From an optimization exercise on the open Yosys and OpenROAD flow, aimed at small area, a short achievable clock period and few clock cycles; shortcuts taken in it are not production practice. At most, simulation tests tie the RTL to the original design; equivalence was not proved. The flow treats the clock pin as an ideal source, which a real chip does not have.

==> module BAS, before the edit <==
module BAS(input clk, input reset, input [8:0]count, input [8:0]seed1, input [8:0]seed2, input [15:0]xi, input [15:0]yi, input [15:0]P, input [15:0]E, output [15:0]xo, output [15:0]yo, output [15:0]fo, output [31:0]clk_cnt, output reg done);
    localparam K_NONE = 3'd0, K_INIT = 3'd1, K_R = 3'd2, K_L = 3'd3, K_T0 = 3'd4, K_T1 = 3'd5;
    reg [15:0] x, y, p, e;
    reg [14:0] f;
    reg [8:0] cnt, itc;
    reg [1:0] pc;                        
    reg act;                             
    reg [1:0] k;                         
    wire s0 = act & (k == 2'd0), s1 = act & (k == 2'd1);
    wire s2 = act & (k == 2'd2), s3 = act & (k == 2'd3);
    wire [15:0] dx, dy, ndx, ndy;
    twin_lfsr lfsr(clk, reset, s3, seed1, seed2, dx, dy, ndx, ndy);
    wire useE = s0 | s1;
    wire useY = (pc == 2'd1) | s1 | s3;
    wire [15:0] ma = useE ? e : p;
    wire [15:0] d = (s2 | s3) ? (useY ? ndy : ndx) : (useY ? dy : dx);
    wire [15:0] mp;
    Bfloat16_mul m1(ma, {1'b0, d[14:0]}, mp);
    reg [14:0] opa, opb, opc, opd;       
    reg [2:0] k1, k2;                    
    reg [14:0] fr;                       
    reg [15:0] x1, y1, xsel, ysel;
    reg sg;
    reg pend;                            
    reg [1:0] c0, c1;                    
    wire [1:0] cs = sg ? c1 : c0;
    wire pred = cs[1];                   
    wire last = (itc + 9'd1 == cnt);
    wire ini = (pc == 2'd2);
    wire pe = s0 | s1;
    wire nz = pe ? (p[14:0] != 15'd0) : (e[14:0] != 15'd0);
    wire neg = s1 | s2;
    wire [14:0] ox = pe ? opa : opc;
    wire [14:0] oy = pe ? opb : opd;
    wire [15:0] sx = {nz & ((pe ? p[15] ^ dx[15] : e[15]) ^ neg), ox};
    wire [15:0] sy = {nz & ((pe ? p[15] ^ dy[15] : e[15]) ^ neg), oy};
    wire [15:0] ax, ay;
    wire usel = pend & pred;             
    wire [15:0] xs = usel ? xsel : x;
    wire [15:0] ys = usel ? ysel : y;
    bf_add_slow a1(xs, sx, ini, ax);
    bf_add_slow a2(ys, sy, ini, ay);
    wire [2:0] k0 = ini ? K_INIT : s0 ? K_R : s1 ? K_L : s2 ? K_T1 : s3 ? K_T0 : K_NONE;
    wire [15:0] u, v;
    fitness_lin lin(x1, y1, u, v);
    reg [15:0] u2, v2;
    wire [14:0] fs;
    fitness_sq sq(u2, v2, fs);
    wire sgn = !(fr > fs);               
    wire le = fs <= f;
    wire dec = (k2 == K_T0) & !sg | (k2 == K_T1) & sg;    
    wire take = dec & le;
    wire redo = dec & (le != pred) & !last;   
    always @(posedge clk) begin
        if ((pc == 2'd2) | s2) opa <= mp[14:0];
        if ((pc == 2'd1) | s3) opb <= mp[14:0];
        if (s0) opc <= mp[14:0];
        if (s1) opd <= mp[14:0];
        x1 <= ax;
        y1 <= ay;
        u2 <= u;
        v2 <= v;
        if (k2 == K_R) fr <= fs;
        if (k2 == K_L) begin
            sg <= sgn;
            xsel <= sgn ? x1 : ax;       
            ysel <= sgn ? y1 : ay;
        end
        if ((k2 == K_INIT) | take) f <= fs;
        if (reset) begin
            x <= xi;
            y <= yi;
            p <= P;
            e <= E;
            cnt <= count;
            itc <= 9'd0;
            pc <= 2'd2;
            act <= 1'b0;
            k <= 2'd0;
            done <= 1'b0;
            k1 <= K_NONE;
            k2 <= K_NONE;
            pend <= 1'b0;
            c0 <= 2'd2;
            c1 <= 2'd2;
        end else begin
            if (pc != 2'd0) pc <= pc - 2'd1;
            if (pc == 2'd1) act <= (cnt != 9'd0);
            if ((k2 == K_INIT) && (cnt == 9'd0)) done <= 1'b1;
            if (take) begin
                x <= xsel;
                y <= ysel;
            end
            if (dec) begin
                itc <= itc + 9'd1;
                if (sg) c1 <= le ? (c1 == 2'd3 ? c1 : c1 + 2'd1) : (c1 == 2'd0 ? c1 : c1 - 2'd1);
                else c0 <= le ? (c0 == 2'd3 ? c0 : c0 + 2'd1) : (c0 == 2'd0 ? c0 : c0 - 2'd1);
                pend <= 1'b0;
                if (last) begin
                    done <= 1'b1;
                    act <= 1'b0;
                end
            end
            if (redo) begin
                k <= 2'd0;
                k1 <= K_NONE;
                k2 <= K_NONE;
            end else begin
                k1 <= k0;
                k2 <= k1;
                if (act) begin
                    k <= k + 2'd1;
                    if (s3) begin
                        if (itc + 9'd1 < cnt) pend <= 1'b1;
                        else act <= 1'b0;
                    end
                end
            end
        end
    end
    assign xo = x;
    assign yo = y;
    assign fo = {1'b0, f};
    assign clk_cnt = {23'd0, itc};
endmodule
export LEC_CHECK = 0
export ABC_AREA = 1
export CAP_MARGIN = 20
export CORE_MARGIN = 2
export CORE_UTILIZATION = 60
export CTS_CLUSTER_DIAMETER = 100
export CTS_CLUSTER_SIZE = 20
export SLEW_MARGIN = 20
create_clock -name core_clock -period 72.0 [get_ports {clk}]
standard.sh (not shown) runs the stock make flow with config.mk's settings and CLKGATE_MAP_FILE= SYNTH_SCRIPT=/design/flow/synth_recipe.tcl, a recipe that flattens the netlist after the stock synthesis.
==> flow/flow/run.sh <==
#!/bin/bash
# The standard layout, except:
# - synthesis maps all the logic with the ABC script flow/area.abc, in place
#   of ORFS's area script and without first mapping adders to full/half-adder
#   cells (ADDER_MAP_FILE empty); otherwise synth_recipe.tcl unchanged;
# - plain buf_1 cells as the port buffers;
# - timing repair aiming at 56.2 ns of setup slack, and after CTS a repair
#   of the paths from the inputs only (flow/io_repair.tcl).
set -euo pipefail
W=$PWD
cat > "$W/flow_synth.tcl" <<TCL
proc abc {args} {
  set i [lsearch -exact \$args -script]
  if {\$i >= 0} { lset args [expr {\$i + 1}] $W/flow/area.abc }
  yosys abc {*}\$args
}
source $W/synth_recipe.tcl
TCL
bash standard.sh "SYNTH_SCRIPT=$W/flow_synth.tcl" ADDER_MAP_FILE= "BUFFER_PORTS_ARGS=-buffer_cell sky130_fd_sc_hd__buf_1" SETUP_SLACK_MARGIN=56.2 "POST_CTS_TCL=$W/flow/io_repair.tcl" finish > standard.log 2>&1
==> flow/flow/area.abc <==
strash
ifraig
dc2
dch -f
amap -m
topo
stime -c
buffer -c
upsize -c -D 12500
dnsize -c -D 12500
==> flow/flow/io_repair.tcl <==
# Run after CTS (POST_CTS_TCL): a timing repair of the paths from the inputs
# to the registers only, aiming at 56.9 ns of slack; the other paths are left
# to the standard repair. The false paths are set for this repair only and
# removed again before the design is written.
set_false_path -from [all_registers] -to [all_registers]
set_false_path -to [all_outputs]
repair_timing -setup -setup_margin 56.9 -verbose
sta::unset_path_exceptions -from [all_registers] -to [all_registers]
sta::unset_path_exceptions -to [all_outputs]
detailed_placement
check_placement -verbose
estimate_parasitics -placement
report_worst_slack -max
The baseline produced a clean layout.
Testbench counts at the start, summed over its fixed seeds: cycles 200,424.
Next try:
--- a/flow/design.v
+++ b/flow/design.v
@@ -336,26 +336,19 @@
     reg [14:0] fr;                       
     reg [15:0] x1, y1, xsel, ysel;
     reg sg;
-    reg pend;                            
-    reg [1:0] c0, c1;                    
-    wire [1:0] cs = sg ? c1 : c0;
-    wire pred = cs[1];                   
     wire last = (itc + 9'd1 == cnt);
     wire ini = (pc == 2'd2);
     wire pe = s0 | s1;
     wire nz = pe ? (p[14:0] != 15'd0) : (e[14:0] != 15'd0);
-    wire neg = s1 | s2;
+    wire neg = s1 | s3;
     wire [14:0] ox = pe ? opa : opc;
     wire [14:0] oy = pe ? opb : opd;
     wire [15:0] sx = {nz & ((pe ? p[15] ^ dx[15] : e[15]) ^ neg), ox};
     wire [15:0] sy = {nz & ((pe ? p[15] ^ dy[15] : e[15]) ^ neg), oy};
     wire [15:0] ax, ay;
-    wire usel = pend & pred;             
-    wire [15:0] xs = usel ? xsel : x;
-    wire [15:0] ys = usel ? ysel : y;
-    bf_add_slow a1(xs, sx, ini, ax);
-    bf_add_slow a2(ys, sy, ini, ay);
-    wire [2:0] k0 = ini ? K_INIT : s0 ? K_R : s1 ? K_L : s2 ? K_T1 : s3 ? K_T0 : K_NONE;
+    bf_add_slow a1(x, sx, ini, ax);
+    bf_add_slow a2(y, sy, ini, ay);
+    wire [2:0] k0 = ini ? K_INIT : s0 ? K_R : s1 ? K_L : s2 ? K_T0 : s3 ? K_T1 : K_NONE;
     wire [15:0] u, v;
     fitness_lin lin(x1, y1, u, v);
     reg [15:0] u2, v2;
@@ -365,7 +358,7 @@
     wire le = fs <= f;
     wire dec = (k2 == K_T0) & !sg | (k2 == K_T1) & sg;    
     wire take = dec & le;
-    wire redo = dec & (le != pred) & !last;   
+    wire redo = take & !last;            
     always @(posedge clk) begin
         if ((pc == 2'd2) | s2) opa <= mp[14:0];
         if ((pc == 2'd1) | s3) opb <= mp[14:0];
@@ -378,8 +371,8 @@
         if (k2 == K_R) fr <= fs;
         if (k2 == K_L) begin
             sg <= sgn;
-            xsel <= sgn ? x1 : ax;       
-            ysel <= sgn ? y1 : ay;
+            xsel <= sgn ? ax : x1;       
+            ysel <= sgn ? ay : y1;
         end
         if ((k2 == K_INIT) | take) f <= fs;
         if (reset) begin
@@ -395,9 +388,6 @@
             done <= 1'b0;
             k1 <= K_NONE;
             k2 <= K_NONE;
-            pend <= 1'b0;
-            c0 <= 2'd2;
-            c1 <= 2'd2;
         end else begin
             if (pc != 2'd0) pc <= pc - 2'd1;
             if (pc == 2'd1) act <= (cnt != 9'd0);
@@ -408,9 +398,6 @@
             end
             if (dec) begin
                 itc <= itc + 9'd1;
-                if (sg) c1 <= le ? (c1 == 2'd3 ? c1 : c1 + 2'd1) : (c1 == 2'd0 ? c1 : c1 - 2'd1);
-                else c0 <= le ? (c0 == 2'd3 ? c0 : c0 + 2'd1) : (c0 == 2'd0 ? c0 : c0 - 2'd1);
-                pend <= 1'b0;
                 if (last) begin
                     done <= 1'b1;
                     act <= 1'b0;
@@ -425,10 +412,7 @@
                 k2 <= k1;
                 if (act) begin
                     k <= k + 2'd1;
-                    if (s3) begin
-                        if (itc + 9'd1 < cnt) pend <= 1'b1;
-                        else act <= 1'b0;
-                    end
+                    if (s3 && !(itc + 9'd1 < cnt)) act <= 1'b0;
                 end
             end
         end
Effect: Design area came out lower by 1.6%; setup slack got worse by 0.075 ns; die area climbs by 0.98%; synthesized area came out higher by 1.0%; final cell count is lower by 1.6%; wire length drops by 3.5%; non-clock buffer count shrinks by 24; core utilization decreases by 1.3 points; global-route usage is lower by 1.2 points.
No functional check of the RTL was part of the second run of this note.

Another version of the RTL of BAS (not shown whole).
Size in the first run: roughly 4500 cells after synthesis, ~260 flip-flops, about 170 I/O pins.
==> module BAS, before the edit <==
module BAS(input clk, input reset, input [8:0]count, input [8:0]seed1, input [8:0]seed2, input [15:0]xi, input [15:0]yi, input [15:0]P, input [15:0]E, output [15:0]xo, output [15:0]yo, output [15:0]fo, output [31:0]clk_cnt, output reg done);
    localparam K_NONE = 3'd0, K_INIT = 3'd1, K_R = 3'd2, K_L = 3'd3, K_T0 = 3'd4, K_T1 = 3'd5;
    reg [15:0] x, y, p, e;
    reg [14:0] f;
    reg [8:0] cnt, itc;
    reg [2:0] ph;
    reg ini, run;
    wire ph0 = ph == 3'd0, ph1 = ph == 3'd1, ph2 = ph == 3'd2;
    wire ph3 = ph == 3'd3, ph4 = ph == 3'd4, ph5 = ph == 3'd5;
    wire [15:0] dx, dy;
    twin_lfsr lfsr(clk, reset, ph1, seed1, seed2, dx, dy);
    wire useE = ph0 | ph1;
    wire useY = ph5 | ph1;
    wire [15:0] ma = useE ? e : p;
    wire [15:0] d = useY ? dy : dx;
    wire [15:0] mp;
    Bfloat16_mul m1(ma, {d[15] & !useE, d[14:0]}, mp);
    reg [15:0] opx, opy, opt;
    reg [14:0] fr;                       
    reg [15:0] x1, y1;
    reg [2:0] k1, k2;
    reg sg, acc0, fin, updr;
    wire upd = fin & updr;               
    wire last = (itc + 9'd1 == cnt);
    wire [15:0] xs = upd ? x1 : x;
    wire [15:0] ys = upd ? y1 : y;
    wire flip = (ph1 & (p[14:0] != 15'd0)) | ((ph3 | (ph4 & sg)) & (e[14:0] != 15'd0));
    wire [15:0] sx = {opx[15] ^ flip, opx[14:0]};
    wire [15:0] sy = {opy[15] ^ flip, opy[14:0]};
    wire [15:0] ax, ay;
    bf_add_slow a1(xs, sx, ax);
    bf_add_slow a2(ys, sy, ay);
    wire [2:0] k0 = ini ? K_INIT : !run ? K_NONE :
                    ph0 ? K_R : ph1 ? K_L : ph2 ? K_T0 : ph3 ? K_T1 : K_NONE;
    wire [15:0] u, v;
    fitness_lin lin(x1, y1, u, v);
    reg [15:0] u2, v2;
    wire [14:0] fs;
    fitness_sq sq(u2, v2, fs);
    wire le = fs <= f;
    always @(posedge clk) begin
        if (ph4) opx <= mp;
        if (ph1) opx <= opt;
        if (ph0) opt <= mp;
        if (ph5 | ph1) opy <= mp;
        if (ini | (k0 != K_NONE) | ph4) begin
            x1 <= ini ? x : ax;
            y1 <= ini ? y : ay;
        end
        u2 <= u;
        v2 <= v;
        if (k2 == K_R) fr <= fs;
        if (k2 == K_L) sg <= !(fr > fs);
        if (k2 == K_T0) acc0 <= le;
        if (k2 == K_T1) updr <= sg ? le : acc0;
        if (reset) begin
            x <= xi;
            y <= yi;
            p <= P;
            e <= E;
            cnt <= count;
            itc <= 9'd0;
            ph <= 3'd4;
            ini <= 1'b1;
            run <= count != 9'd0;
            done <= 1'b0;
            fin <= 1'b0;
            k1 <= K_NONE;
            k2 <= K_NONE;
        end else begin
            ini <= 1'b0;
            k1 <= k0;
            k2 <= k1;
            ph <= ph5 ? 3'd0 : ph + 3'd1;
            fin <= (k2 == K_T1);
            if (k2 == K_INIT) begin
                f <= fs;
                if (!run) done <= 1'b1;
            end
            if (((k2 == K_T0) && !sg || (k2 == K_T1) && sg) && le) f <= fs;
            if (fin) begin
                x <= xs;
                y <= ys;
                itc <= itc + 9'd1;
                if (last) begin
                    done <= 1'b1;
                    run <= 1'b0;
                end
            end
        end
    end
    assign xo = x;
    assign yo = y;
    assign fo = {1'b0, f};
    assign clk_cnt = {23'd0, itc};
endmodule
==> flow/config.mk <==
export PLATFORM = sky130hd
export DESIGN_NAME = BAS
export DESIGN_NICKNAME = BAS
export VERILOG_FILES = /design/flow/design.v
export SDC_FILE = /design/flow/constraint.sdc
export NUM_CORES = 8
export LEC_CHECK = 0
export ABC_AREA = 1
export CAP_MARGIN = 20
export CORE_MARGIN = 2
export CORE_UTILIZATION = 45
export SLEW_MARGIN = 20
==> flow/constraint.sdc <==
create_clock -name core_clock -period 72.0 [get_ports {clk}]
set_input_delay 14.4000 -clock core_clock [delete_from_list [all_inputs] [get_ports {clk}]]
set_output_delay 14.4000 -clock core_clock [all_outputs]
set_load 0.01 [all_outputs]
==> flow/flow/run.sh <==
#!/bin/bash
# The standard layout, with plain buf_1 cells as the port buffers and
# timing repair aiming at 56.5 ns of setup slack
set -euo pipefail
bash standard.sh "BUFFER_PORTS_ARGS=-buffer_cell sky130_fd_sc_hd__buf_1" SETUP_SLACK_MARGIN=56.5 finish > standard.log 2>&1
Rerun with:
--- a/flow/design.v
+++ b/flow/design.v
@@ -283,7 +283,6 @@
     assign n2 = {N2[8], 5'b01111, N2[7], 1'b1, 1'b0, N2[6:0]};
 endmodule
 module BAS(input clk, input reset, input [8:0]count, input [8:0]seed1, input [8:0]seed2, input [15:0]xi, input [15:0]yi, input [15:0]P, input [15:0]E, output [15:0]xo, output [15:0]yo, output [15:0]fo, output [31:0]clk_cnt, output reg done);
-    localparam K_NONE = 3'd0, K_INIT = 3'd1, K_R = 3'd2, K_L = 3'd3, K_T0 = 3'd4, K_T1 = 3'd5;
     reg [15:0] x, y, p, e;
     reg [14:0] f;
     reg [8:0] cnt, itc;
@@ -299,23 +298,23 @@
     wire [15:0] d = useY ? dy : dx;
     wire [15:0] mp;
     Bfloat16_mul m1(ma, {d[15] & !useE, d[14:0]}, mp);
-    reg [15:0] opx, opy, opt;
+    reg [15:0] opa, opb, opc;
+    reg q1, q2, i1, i2;
     reg [14:0] fr;                       
     reg [15:0] x1, y1;
-    reg [2:0] k1, k2;
     reg sg, acc0, fin, updr;
     wire upd = fin & updr;               
     wire last = (itc + 9'd1 == cnt);
     wire [15:0] xs = upd ? x1 : x;
     wire [15:0] ys = upd ? y1 : y;
-    wire flip = (ph1 & (p[14:0] != 15'd0)) | ((ph3 | (ph4 & sg)) & (e[14:0] != 15'd0));
-    wire [15:0] sx = {opx[15] ^ flip, opx[14:0]};
-    wire [15:0] sy = {opy[15] ^ flip, opy[14:0]};
+    wire flip = (ph1 & (p[14:0] != 15'd0)) | ((ph3 | (ph5 & sg)) & (e[14:0] != 15'd0));
+    wire [15:0] ox = (ph0 | ph1) ? opa : opc;
+    wire [15:0] sx = {ox[15] ^ flip, ox[14:0]};
+    wire [15:0] sy = {opb[15] ^ flip, opb[14:0]};
     wire [15:0] ax, ay;
     bf_add_slow a1(xs, sx, ax);
     bf_add_slow a2(ys, sy, ay);
-    wire [2:0] k0 = ini ? K_INIT : !run ? K_NONE :
-                    ph0 ? K_R : ph1 ? K_L : ph2 ? K_T0 : ph3 ? K_T1 : K_NONE;
+    wire issue = run & (ph0 | ph1 | ph2 | ph3);
     wire [15:0] u, v;
     fitness_lin lin(x1, y1, u, v);
     reg [15:0] u2, v2;
@@ -323,20 +322,17 @@
     fitness_sq sq(u2, v2, fs);
     wire le = fs <= f;
     always @(posedge clk) begin
-        if (ph4) opx <= mp;
-        if (ph1) opx <= opt;
-        if (ph0) opt <= mp;
-        if (ph5 | ph1) opy <= mp;
-        if (ini | (k0 != K_NONE) | ph4) begin
-            x1 <= ini ? x : ax;
-            y1 <= ini ? y : ay;
-        end
+        if (ph4) opa <= mp;
+        if (ph0) opc <= mp;
+        if (ph5 | ph1) opb <= mp;
+        x1 <= ini ? x : ax;
+        y1 <= ini ? y : ay;
         u2 <= u;
         v2 <= v;
-        if (k2 == K_R) fr <= fs;
-        if (k2 == K_L) sg <= !(fr > fs);
-        if (k2 == K_T0) acc0 <= le;
-        if (k2 == K_T1) updr <= sg ? le : acc0;
+        if (ph2) fr <= fs;
+        if (ph3) sg <= !(fr > fs);
+        if (ph4) acc0 <= le;
+        if (ph5) updr <= sg ? le : acc0;
         if (reset) begin
             x <= xi;
             y <= yi;
@@ -348,20 +344,24 @@
             ini <= 1'b1;
             run <= count != 9'd0;
             done <= 1'b0;
+            q1 <= 1'b0;
+            q2 <= 1'b0;
+            i1 <= 1'b0;
+            i2 <= 1'b0;
             fin <= 1'b0;
-            k1 <= K_NONE;
-            k2 <= K_NONE;
         end else begin
             ini <= 1'b0;
-            k1 <= k0;
-            k2 <= k1;
+            q1 <= issue;
+            q2 <= q1;
+            i1 <= ini;
+            i2 <= i1;
             ph <= ph5 ? 3'd0 : ph + 3'd1;
-            fin <= (k2 == K_T1);
-            if (k2 == K_INIT) begin
+            fin <= q2 & ph5;
+            if (i2) begin
                 f <= fs;
                 if (!run) done <= 1'b1;
             end
-            if (((k2 == K_T0) && !sg || (k2 == K_T1) && sg) && le) f <= fs;
+            if (q2 && (ph4 && !sg || ph5 && sg) && le) f <= fs;
             if (fin) begin
                 x <= xs;
                 y <= ys;
Worst setup slack is better by 0.051 ns.
Flip-flop and latch count is lower by 2.
Final area is about the same.
Non-clock buffer count is lower by 3.
First-iteration DRC count is lower by a little under a tenth.
Critical path depth is unchanged.
Synthesized area hardly moves.
Wire length is lower by a few percent.
Die area stays flat.
Sequential share of layout area is lower by 1.0 points.
Fmax is higher slightly.
Global-route usage is lower by 0.25 points.
No run of this note included a check of the RTL's function; only the layout flow was run.

-- afterwards: timing with drivers on the ports --
How much do the figures lean on ideal ports? The routed layouts below were timed once more, with nothing changed but the port constraints. Step 1 sets driving cells, clkbuf_16 on the clock port and buf_2 on the other inputs (assumed; they add their load-dependent delay and slew). Step 2 times the ports against the registers' clock, not the clock port: input delays grow and output delays shrink by t, the midpoint of the rising clock arrivals with the driver on. Three values: ideal, step 1, step 2; two values: the first two.
| run | t, ns | slack for setup (ns) | clock arrival spread, ns |
|---|---|---|---|
| the first run of note 1 | 0.605 | 56.384 / 56.322 / 56.291 | 0.018 / 0.018 |
| the second run of note 1 | 0.597 | 56.309 / 56.249 / 56.320 | 0.031 / 0.031 |
| the first run of note 2 | 0.669 | 56.340 / 56.278 / 56.012 | 0.039 / 0.038 |
| the second run of note 2 | 0.639 | 56.391 / 56.329 / 55.998 | 0.019 / 0.019 |
After both steps every run listed still meets setup and hold. For the second run of note 2, which loses most, drivers alone change the setup slack by -0.062 ns; drivers and shift together by -0.393 ns.
